Background: an optimization exercise with open tools, aiming at small area, a short achievable clock period and few clock cycles per item. Do not read the settings as production practice.
In this exercise RTL edits were held to simulation tests only and were not proved equivalent to the original.
No activity file was given, so power comes from the tool's default toggle rates.

$ cat flow/standard.sh
#!/bin/bash
# synth_recipe.tcl (not shown) runs the flow's synth.tcl, then flattens the netlist and writes it again
# the make line also repeats each setting of config.mk as NAME=value (left out here)
make -C /OpenROAD-flow-scripts/flow DESIGN_CONFIG=/design/flow/config.mk WORK_HOME=/design/flow/orfs CLKGATE_MAP_FILE= SYNTH_SCRIPT=/design/flow/synth_recipe.tcl "${@:-finish}"
$ cat flow/flow/run.sh
#!/bin/bash
# The standard layout (the standard.sh, unchanged synthesis), with the port
# buffers that buffer_ports inserts on every input and output made the
# minimum-size buffer instead of the delay buffer it picks by default.
set -uo pipefail
export BUFFER_PORTS_ARGS="-buffer_cell sky130_fd_sc_hd__buf_1"
bash standard.sh finish > standard_flow.log 2>&1
rc=$?
tail -n 40 standard_flow.log
exit $rc
$ cat flow/config.mk
export PLATFORM = sky130hd
export DESIGN_NAME = viterbi_decoder
export DESIGN_NICKNAME = viterbi_decoder
export VERILOG_FILES = /design/flow/design.v
export SDC_FILE = /design/flow/constraint.sdc
export NUM_CORES = 4
export LEC_CHECK = 0
export ABC_AREA = 1
export CAP_MARGIN = 20
export CORE_MARGIN = 2
export CORE_UTILIZATION = 60
export SLEW_MARGIN = 20
$ cat flow/design.v
module viterbi_16bit (input [15:0] code_in, output [7:0] data_out);
  wire new_n25, new_n26, new_n27, new_n28, new_n29, new_n30, new_n31,
    new_n32, new_n33, new_n34, new_n35, new_n36, new_n37, new_n38, new_n39,
    new_n40, new_n41, new_n42, new_n43, new_n44, new_n45, new_n46, new_n47,
    new_n48, new_n49, new_n50, new_n51, new_n52, new_n53, new_n54, new_n55,
    new_n56, new_n57, new_n58, new_n59, new_n60, new_n61, new_n62, new_n63,
    new_n64, new_n65, new_n66, new_n67, new_n68, new_n69, new_n70, new_n71,
    new_n72, new_n73, new_n74, new_n75, new_n76, new_n77, new_n78, new_n79,
    new_n80, new_n81, new_n82, new_n83, new_n84, new_n85, new_n86, new_n87,
    new_n88, new_n89, new_n90, new_n91, new_n92, new_n93, new_n94, new_n95,
    new_n96, new_n97, new_n98, new_n99, new_n100, new_n101, new_n102,
    new_n103, new_n104, new_n105, new_n106, new_n107, new_n108, new_n109,
    new_n110, new_n111, new_n112, new_n113, new_n114, new_n115, new_n116,
    new_n117, new_n118, new_n119, new_n120, new_n121, new_n122, new_n123,
    new_n124, new_n125, new_n126, new_n127, new_n128, new_n129, new_n130,
    new_n131, new_n132, new_n133, new_n134, new_n135, new_n136, new_n137,
    new_n138, new_n139, new_n140, new_n141, new_n142, new_n143, new_n144,
    new_n145, new_n146, new_n147, new_n148, new_n149, new_n150, new_n151,
    new_n152, new_n153, new_n154, new_n155, new_n156, new_n157, new_n158,
    new_n159, new_n160, new_n161, new_n162, new_n163, new_n164, new_n165,
    new_n166, new_n167, new_n169, new_n170, new_n171, new_n172, new_n174,
    new_n175, new_n176, new_n177, new_n178, new_n179, new_n180, new_n181,
    new_n182, new_n183, new_n184, new_n186, new_n187, new_n188, new_n189,
    new_n191, new_n192, new_n193, new_n194, new_n195, new_n196, new_n197,
    new_n198, new_n199, new_n200, new_n201, new_n202, new_n203, new_n204,
    new_n205, new_n206, new_n207, new_n208, new_n209, new_n210, new_n211,
    new_n212, new_n213, new_n214, new_n215, new_n216, new_n217, new_n218,
    new_n219, new_n220, new_n222, new_n223, new_n224, new_n225, new_n226,
    new_n227, new_n228, new_n229, new_n230, new_n231, new_n233, new_n234,
    new_n235, new_n236, new_n238, new_n239, new_n240;
  assign new_n25 = code_in[0] & code_in[1];
  assign new_n26 = code_in[4] & ~code_in[5];
  assign new_n27 = ~code_in[4] & code_in[5];
  assign new_n28 = ~new_n26 & ~new_n27;
  assign new_n29 = code_in[2] & ~new_n28;
  assign new_n30 = ~code_in[2] & new_n28;
  assign new_n31 = ~new_n29 & ~new_n30;
  assign new_n32 = new_n25 & new_n31;
  assign new_n33 = ~code_in[0] & ~code_in[1];
  assign new_n34 = ~new_n31 & new_n33;
  assign new_n35 = code_in[2] & ~code_in[4];
  assign new_n36 = ~code_in[2] & code_in[4];
  assign new_n37 = ~new_n35 & ~new_n36;
  assign new_n38 = code_in[6] & ~code_in[7];
  assign new_n39 = ~code_in[6] & code_in[7];
  assign new_n40 = ~new_n38 & ~new_n39;
  assign new_n41 = ~new_n37 & new_n40;
  assign new_n42 = new_n37 & ~new_n40;
  assign new_n43 = ~new_n41 & ~new_n42;
  assign new_n44 = code_in[2] & ~code_in[3];
  assign new_n45 = ~code_in[2] & code_in[3];
  assign new_n46 = ~new_n44 & ~new_n45;
  assign new_n47 = ~new_n25 & new_n46;
  assign new_n48 = ~new_n33 & ~new_n46;
  assign new_n49 = ~new_n47 & ~new_n48;
  assign new_n50 = new_n43 & ~new_n49;
  assign new_n51 = ~new_n25 & ~new_n48;
  assign new_n52 = code_in[5] & new_n51;
  assign new_n53 = ~code_in[5] & ~new_n51;
  assign new_n54 = ~new_n52 & ~new_n53;
  assign new_n55 = ~new_n40 & new_n54;
  assign new_n56 = new_n40 & ~new_n54;
  assign new_n57 = ~new_n55 & ~new_n56;
  assign new_n58 = new_n50 & new_n57;
  assign new_n59 = ~new_n25 & ~new_n33;
  assign new_n60 = new_n50 & ~new_n59;
  assign new_n61 = ~new_n58 & ~new_n60;
  assign new_n62 = ~code_in[3] & ~new_n61;
  assign new_n63 = code_in[10] & ~code_in[11];
  assign new_n64 = ~code_in[10] & code_in[11];
  assign new_n65 = ~new_n63 & ~new_n64;
  assign new_n66 = code_in[8] & ~code_in[9];
  assign new_n67 = ~code_in[8] & code_in[9];
  assign new_n68 = ~new_n66 & ~new_n67;
  assign new_n69 = ~new_n46 & new_n68;
  assign new_n70 = new_n46 & ~new_n68;
  assign new_n71 = ~new_n69 & ~new_n70;
  assign new_n72 = ~code_in[4] & code_in[6];
  assign new_n73 = code_in[4] & ~code_in[6];
  assign new_n74 = ~new_n72 & ~new_n73;
  assign new_n75 = new_n71 & ~new_n74;
  assign new_n76 = ~new_n71 & new_n74;
  assign new_n77 = ~new_n75 & ~new_n76;
  assign new_n78 = new_n57 & new_n77;
  assign new_n79 = ~new_n50 & new_n78;
  assign new_n80 = ~code_in[3] & ~new_n28;
  assign new_n81 = code_in[3] & new_n28;
  assign new_n82 = ~new_n80 & ~new_n81;
  assign new_n83 = ~new_n49 & ~new_n82;
  assign new_n84 = new_n54 & ~new_n83;
  assign new_n85 = new_n40 & new_n83;
  assign new_n86 = ~new_n84 & ~new_n85;
  assign new_n87 = ~code_in[9] & new_n65;
  assign new_n88 = code_in[9] & ~new_n65;
  assign new_n89 = ~new_n87 & ~new_n88;
  assign new_n90 = new_n86 & new_n89;
  assign new_n91 = ~new_n86 & ~new_n89;
  assign new_n92 = ~new_n90 & ~new_n91;
  assign new_n93 = new_n79 & ~new_n92;
  assign new_n94 = ~new_n49 & ~new_n59;
  assign new_n95 = ~new_n43 & new_n77;
  assign new_n96 = ~new_n94 & ~new_n95;
  assign new_n97 = ~new_n57 & ~new_n96;
  assign new_n98 = ~new_n83 & ~new_n97;
  assign new_n99 = ~new_n61 & ~new_n77;
  assign new_n100 = ~new_n79 & ~new_n99;
  assign new_n101 = new_n57 & new_n100;
  assign new_n102 = new_n98 & ~new_n101;
  assign new_n103 = new_n92 & ~new_n102;
  assign new_n104 = ~new_n93 & ~new_n103;
  assign new_n105 = code_in[12] & ~code_in[13];
  assign new_n106 = ~code_in[12] & code_in[13];
  assign new_n107 = ~new_n105 & ~new_n106;
  assign new_n108 = code_in[11] & ~new_n68;
  assign new_n109 = ~code_in[11] & new_n68;
  assign new_n110 = ~new_n108 & ~new_n109;
  assign new_n111 = new_n107 & new_n110;
  assign new_n112 = ~new_n107 & ~new_n110;
  assign new_n113 = ~new_n111 & ~new_n112;
  assign new_n114 = ~new_n100 & new_n113;
  assign new_n115 = new_n100 & ~new_n113;
  assign new_n116 = ~new_n114 & ~new_n115;
  assign new_n117 = new_n104 & ~new_n116;
  assign new_n118 = code_in[13] & ~new_n65;
  assign new_n119 = ~code_in[13] & new_n65;
  assign new_n120 = ~new_n118 & ~new_n119;
  assign new_n121 = code_in[14] & ~code_in[15];
  assign new_n122 = ~code_in[14] & code_in[15];
  assign new_n123 = ~new_n121 & ~new_n122;
  assign new_n124 = ~new_n120 & new_n123;
  assign new_n125 = new_n120 & ~new_n123;
  assign new_n126 = ~new_n124 & ~new_n125;
  assign new_n127 = new_n83 & new_n113;
  assign new_n128 = new_n77 & new_n94;
  assign new_n129 = ~new_n57 & new_n128;
  assign new_n130 = ~new_n101 & ~new_n129;
  assign new_n131 = ~new_n57 & ~new_n113;
  assign new_n132 = ~new_n83 & new_n131;
  assign new_n133 = ~new_n130 & ~new_n132;
  assign new_n134 = ~new_n127 & new_n133;
  assign new_n135 = ~new_n126 & ~new_n134;
  assign new_n136 = new_n100 & new_n120;
  assign new_n137 = ~new_n104 & ~new_n136;
  assign new_n138 = new_n123 & new_n137;
  assign new_n139 = ~new_n135 & new_n138;
  assign new_n140 = ~new_n117 & ~new_n139;
  assign new_n141 = new_n58 & ~new_n113;
  assign new_n142 = ~new_n92 & ~new_n102;
  assign new_n143 = new_n100 & new_n142;
  assign new_n144 = ~new_n135 & ~new_n143;
  assign new_n145 = ~new_n141 & new_n144;
  assign new_n146 = new_n57 & new_n60;
  assign new_n147 = new_n92 & new_n146;
  assign new_n148 = new_n135 & ~new_n147;
  assign new_n149 = ~new_n145 & ~new_n148;
  assign new_n150 = code_in[15] & ~new_n107;
  assign new_n151 = ~code_in[15] & new_n107;
  assign new_n152 = ~new_n150 & ~new_n151;
  assign new_n153 = ~new_n149 & ~new_n152;
  assign new_n154 = ~new_n140 & ~new_n153;
  assign new_n155 = new_n98 & ~new_n104;
  assign new_n156 = new_n65 & ~new_n155;
  assign new_n157 = code_in[13] & ~new_n104;
  assign new_n158 = ~new_n156 & ~new_n157;
  assign new_n159 = new_n154 & ~new_n158;
  assign new_n160 = new_n126 & new_n143;
  assign new_n161 = new_n100 & new_n137;
  assign new_n162 = ~new_n123 & new_n144;
  assign new_n163 = ~new_n161 & new_n162;
  assign new_n164 = ~new_n160 & ~new_n163;
  assign new_n165 = ~new_n117 & ~new_n164;
  assign new_n166 = ~new_n123 & new_n165;
  assign new_n167 = new_n123 & ~new_n165;
  assign data_out[6] = ~new_n166 & ~new_n167;
  assign new_n169 = code_in[13] & ~data_out[6];
  assign new_n170 = ~code_in[13] & data_out[6];
  assign new_n171 = ~new_n169 & ~new_n170;
  assign new_n172 = ~new_n154 & new_n171;
  assign data_out[4] = ~new_n159 & ~new_n172;
  assign new_n174 = new_n65 & data_out[4];
  assign new_n175 = ~new_n65 & ~data_out[4];
  assign new_n176 = ~new_n174 & ~new_n175;
  assign new_n177 = new_n68 & ~new_n142;
  assign new_n178 = new_n100 & ~new_n177;
  assign new_n179 = ~new_n93 & ~new_n99;
  assign new_n180 = new_n177 & ~new_n179;
  assign new_n181 = ~new_n178 & ~new_n180;
  assign new_n182 = ~new_n176 & new_n181;
  assign new_n183 = new_n107 & new_n154;
  assign new_n184 = ~new_n107 & ~new_n154;
  assign data_out[5] = new_n183 | new_n184;
  assign new_n186 = ~code_in[11] & ~data_out[5];
  assign new_n187 = code_in[11] & data_out[5];
  assign new_n188 = ~new_n186 & ~new_n187;
  assign new_n189 = new_n176 & ~new_n188;
  assign data_out[3] = ~new_n182 & ~new_n189;
  assign new_n191 = ~code_in[7] & data_out[3];
  assign new_n192 = code_in[7] & ~data_out[3];
  assign new_n193 = ~new_n191 & ~new_n192;
  assign new_n194 = ~new_n62 & ~new_n193;
  assign new_n195 = new_n43 & new_n194;
  assign new_n196 = ~new_n28 & ~new_n43;
  assign new_n197 = ~new_n57 & ~new_n196;
  assign new_n198 = code_in[3] & new_n94;
  assign new_n199 = new_n57 & ~new_n198;
  assign new_n200 = ~new_n197 & ~new_n199;
  assign new_n201 = ~new_n195 & ~new_n200;
  assign new_n202 = ~new_n37 & ~new_n77;
  assign new_n203 = new_n40 & new_n130;
  assign new_n204 = ~new_n202 & new_n203;
  assign new_n205 = ~new_n84 & ~new_n204;
  assign new_n206 = ~new_n68 & data_out[3];
  assign new_n207 = new_n68 & ~data_out[3];
  assign new_n208 = ~new_n206 & ~new_n207;
  assign new_n209 = ~new_n205 & new_n208;
  assign new_n210 = ~new_n147 & ~new_n208;
  assign new_n211 = ~code_in[9] & data_out[4];
  assign new_n212 = code_in[9] & ~data_out[4];
  assign new_n213 = ~new_n211 & ~new_n212;
  assign new_n214 = new_n210 & new_n213;
  assign new_n215 = ~new_n209 & ~new_n214;
  assign new_n216 = new_n83 & ~new_n208;
  assign new_n217 = ~new_n40 & new_n83;
  assign new_n218 = ~new_n54 & ~new_n217;
  assign new_n219 = ~new_n216 & ~new_n218;
  assign new_n220 = ~new_n130 & new_n219;
  assign data_out[2] = new_n215 & ~new_n220;
  assign new_n222 = ~new_n37 & data_out[2];
  assign new_n223 = new_n37 & ~data_out[2];
  assign new_n224 = ~new_n222 & ~new_n223;
  assign new_n225 = ~new_n201 & ~new_n224;
  assign new_n226 = new_n28 & new_n224;
  assign new_n227 = ~new_n225 & ~new_n226;
  assign new_n228 = ~code_in[2] & new_n227;
  assign new_n229 = code_in[2] & ~new_n227;
  assign new_n230 = ~new_n228 & ~new_n229;
  assign new_n231 = ~new_n34 & new_n230;
  assign data_out[0] = new_n32 | new_n231;
  assign new_n233 = ~code_in[3] & new_n43;
  assign new_n234 = ~new_n43 & new_n193;
  assign new_n235 = new_n224 & ~new_n234;
  assign new_n236 = ~new_n233 & new_n235;
  assign data_out[1] = new_n225 | new_n236;
  assign new_n238 = new_n140 & new_n164;
  assign new_n239 = new_n152 & new_n238;
  assign new_n240 = ~new_n152 & new_n154;
  assign data_out[7] = new_n239 | new_n240;
endmodule
module viterbi_decoder(
    input clk, reset, start,
    input [383:0] code_in,
    output reg [191:0] data_out,
    output reg done
);
    wire [191:0] dec;
    genvar i;
    generate
        for (i = 0; i < 24; i = i + 1) begin : decoder
            viterbi_16bit decoder (
                .code_in(code_in[16*i +: 16]),
                .data_out(dec[8*i +: 8])
            );
        end
    endgenerate
    always @(posedge clk or negedge reset)
        if (!reset) done <= 1'b0;
        else        done <= start;
    always @(posedge clk)
        data_out <= dec;
endmodule
$ cat flow/constraint.sdc
create_clock -name core_clock -period 10.0 [get_ports {clk}]
set_input_delay 2.0000 -clock core_clock [delete_from_list [all_inputs] [get_ports {clk}]]
set_output_delay 2.0000 -clock core_clock [all_outputs]
set_load 0.01 [all_outputs]
==> notes.md <==
synth_stat cells (2+ instances only):
cell type	instances
o2111ai_1	23
o21a_1	24
nand2_1	1643
dfxtp_1	192
nor3_1	64
buf_4	33
o21ai_1	53
xnor2_1	140
o21ai_0	136
nand3_2	207
inv_4	2
nand3_4	5
nand2_2	337
clkinv_1	2
o31ai_1	24
a21o_1	46
inv_2	153
o21ai_2	66
a21oi_1	50
or2_1	37
nand4_1	31
inv_1	777
nand3_1	717
xnor2_2	4
ha_1	48
nor2_4	3
nor2_2	47
or2_2	68
o211ai_1	5
o21ai_4	9
nor2_1	190
clkinv_2	4
a31oi_1	19
buf_2	2
nand3b_1	42
nand2_4	15
xor2_1	214
buf_6	7
cells in the final DEF, fill, tap and decap left out, types with 68 or more instances in the layout:
master   instances
or2_2           68
nand2_1       1643
xnor2_1        140
dfxtp_1        192
inv_1          777
nor2_1         190
nand2_2        337
xor2_1         214
buf_1          579
o21ai_0        136
inv_2          153
nand3_2        207
nand3_1        717
per-stage QoR:
| step | setup WS [ps] | hold slack [ps] | utilization | cells |
|---|---|---|---|---|
| after CTS | 5050 | 1210 | 0.672 | 6695 |
| final | 4980 | 1240 | 0.673 | 6716 |
| after floorplan | 5220 | 1700 | - | 5446 |
| after global routing | 4490 | 1230 | 0.673 | 6709 |
| after global placement | 4550 | 1760 | 0.661 | 6663 |
| after detailed placement | 4500 | 1760 | 0.661 | 6663 |
power groups by stage:
stage,logic [uW],registers [uW],clock network (uW)
after global routing,5150,1290,788
after detailed placement,4520,1280,0
after CTS,4550,1270,764
final,4590,1260,740
after global placement,4480,1270,0
after floorplan,3280,1440,0
sequential cells by signal (all words and copies together) (netlist names):
register,cells
data_out,192
done,1
metal layers:
metal / vias up / GRT usage
li1: 18390 / -
met1: 15343 / 0.395
met2: 980 / 0.537
met3: 209 / 0.0852
met4: 34 / 0.137
met5: - / 0
worst max path at each step:
stage | from | endpoint | slack [ps] | cells after the start
finish | code_in[354] | data_out[176]$_DFF_P_ | 4980 | 33
detailed placement | code_in[354] | data_out[176]$_DFF_P_ | 4500 | 33
CTS | code_in[354] | data_out[176]$_DFF_P_ | 5050 | 33
global placement | code_in[354] | data_out[176]$_DFF_P_ | 4550 | 33
floorplan | code_in[160] | data_out[80]$_DFF_P_ | 5220 | 34
global route | code_in[258] | data_out[128]$_DFF_P_ | 4490 | 33
cells by family after synthesis:
group           after synthesis
simple gates               3409
buf+inv                     980
compound gates              457
xor+xnor                    359
flops                       193
fa+ha+maj                    48
cell type report:
cell class	instances	area (um2)	area share
Tap cell	680	851	0.0246
Inverter	938	3530	0.102
Timing Repair Buffer	579	2170	0.0628
Sequential cell	193	3870	0.112
Clock buffer	21	460	0.0133
Antenna cell	21	52.6	0.00152
Multi-Input combinational cell	4273	23500	0.680
Clock inverter	11	131	0.00380
==> reports/results.tsv <==
metric	value	unit
Mapped Cells	5446	
final wirelength	90900	um
TritonCTS buffer count	17	
largest family of logic cells by synthesized area	simple AND/OR/NAND/NOR gates	
Worst Path Arrival	5430	ps
Antenna Nets Post-Route	0	
Total GRT Usage	0.324	
Post-Synth XOR/XNOR Area	0.102	
io pins	580	
CP top delay family	simple AND/OR/NAND/NOR gates	
Design Area, Final	34600	um2
clk root buf	clkbuf_16	
Max transition margin	0.603	
Initial Util	0.608	
mapped cell area	31300	um2
Worst Path Buf+Inv	2	
Fmax achieved	199	MHz
total of max-cap violations	0	
post-synthesis compound-gate area fraction	0.0961	
antenna violations before repair	35	
crit-path max FO	7	
max incr delay on CP	320	ps
Synth area leaders	nand2_1 20%, dfxtp_1 12%, nand3_1 11%, inv_1 9.3%, nand2_2 6.7%	
via count	34956	
H-tree Lvls	4	
Final Hold Fails	0	
Post-Synth Simple-Gate Area	0.536	
combinational share of power	0.696	
Syn Area/Cell	5.74	um2
WL met3	7280	um
area share of the largest cell type after synthesis	0.197	
worst-margin pin slew	591	ps
Pins Over Slew Limit	0	
post-synthesis mux area share	0	
core area	51400	um2
CTS tree	yes	
sequential cell area fraction in the yosys report	0.124	
DRT iter0 DRCs	2051	
Crit Path Category	in -> reg	
Slowest-stage cell, CP	buf_1	
Top Metal Used	met5	
Hold/Removal Path Class	in -> async	
Synth area leader	nand2_1	
final global-route overflow total	0	
Reg power frac	0.192	
met2 WL	40900	um
largest net degree at the start of global routing	17	
RSZ-0062 raised after global routing	no	
Die X	232	um
Final min period	5020	ps
Cell variety after synth	45	
final setup fails	0	
cts repair resizes	0	
CP most frequent cell	nand2_1	
fill cell count	5068	
P_leak	0.0189	uW
vias in the first global route	30655	
area grow syn2layout	10.7	%
crit path launch type	input pin	
share of layout cells above drive strength 1	0.159	
required time worst endpoint	10410	ps
die area	54000	um2
Post-CTS Setup Repair Bufs	0	
outcome	timing/DRC/antenna clean	
Async S/R FF share, synth	0.00518	
die height	232	um
Final TNS setup	0	ps
pwr dens	190	nW/um2
CTS Sinks	193	
clk slew on worst S/H paths	70	ps
Clk pwr share	0.112	
Pint	3010	uW
DRC errors left	0	
CP Capture Type	register	
WL/cell	13.5	um
Net Count, Synth	5881	
post-DR vias/cell	5.20	
NetSw	3580	uW
Warnings, synthesis	1	
Post-synth EDFFs	0	
hold_buf cts	0	
ys flop type	dfxtp_1	
first-pass GRT wire length	145000	um
Met1 Wirelength	38900	um
post-DP HPWL	77700	um
placed cell areas	34000	um2
Net Sw Frac	0.543	
Rows	83	
IO buf count	579	
Yosys reg bits	193	
VDD IR max	141	uV
placer congestion estimate	0.993	
Final Cycle Share	0.502	
DRT Pass-1 Iters	8	
CTS Buffer Depth	2	
Adder-Cell Fraction of Synth Area	0.0192	
layout net count	6437	
Total Power	6590	uW
Testbench counts, summed over its fixed seeds: cycles 384, items 384.

==> what the ideal ports hide <==
Ports are ideal in the flow. The routed layout listed here was re-timed in OpenROAD.
Step 1 sets driving cells, clkbuf_16 on the clock port and buf_2 on the other inputs (assumed; they add their load-dependent delay and slew).
Step 2 adds t to the input delays and takes it off the output delays; t is the mean of the earliest and latest rising clock arrival at the registers after step 1. Input paths then give back, and output paths get back, about the clock's delay inside the block.
Slacks: no drivers / after step 1 / after step 2; pairs: no drivers / after step 1.
t, ns: 0.562
setup WS [ns]: 4.978 / 4.975 / 4.413
hold slack, ns: 1.241 / 1.212 / 1.774
After both steps setup and hold are still met in this run. The setup slack of this run moves by -0.003 ns with the drivers and by -0.565 ns with both steps.
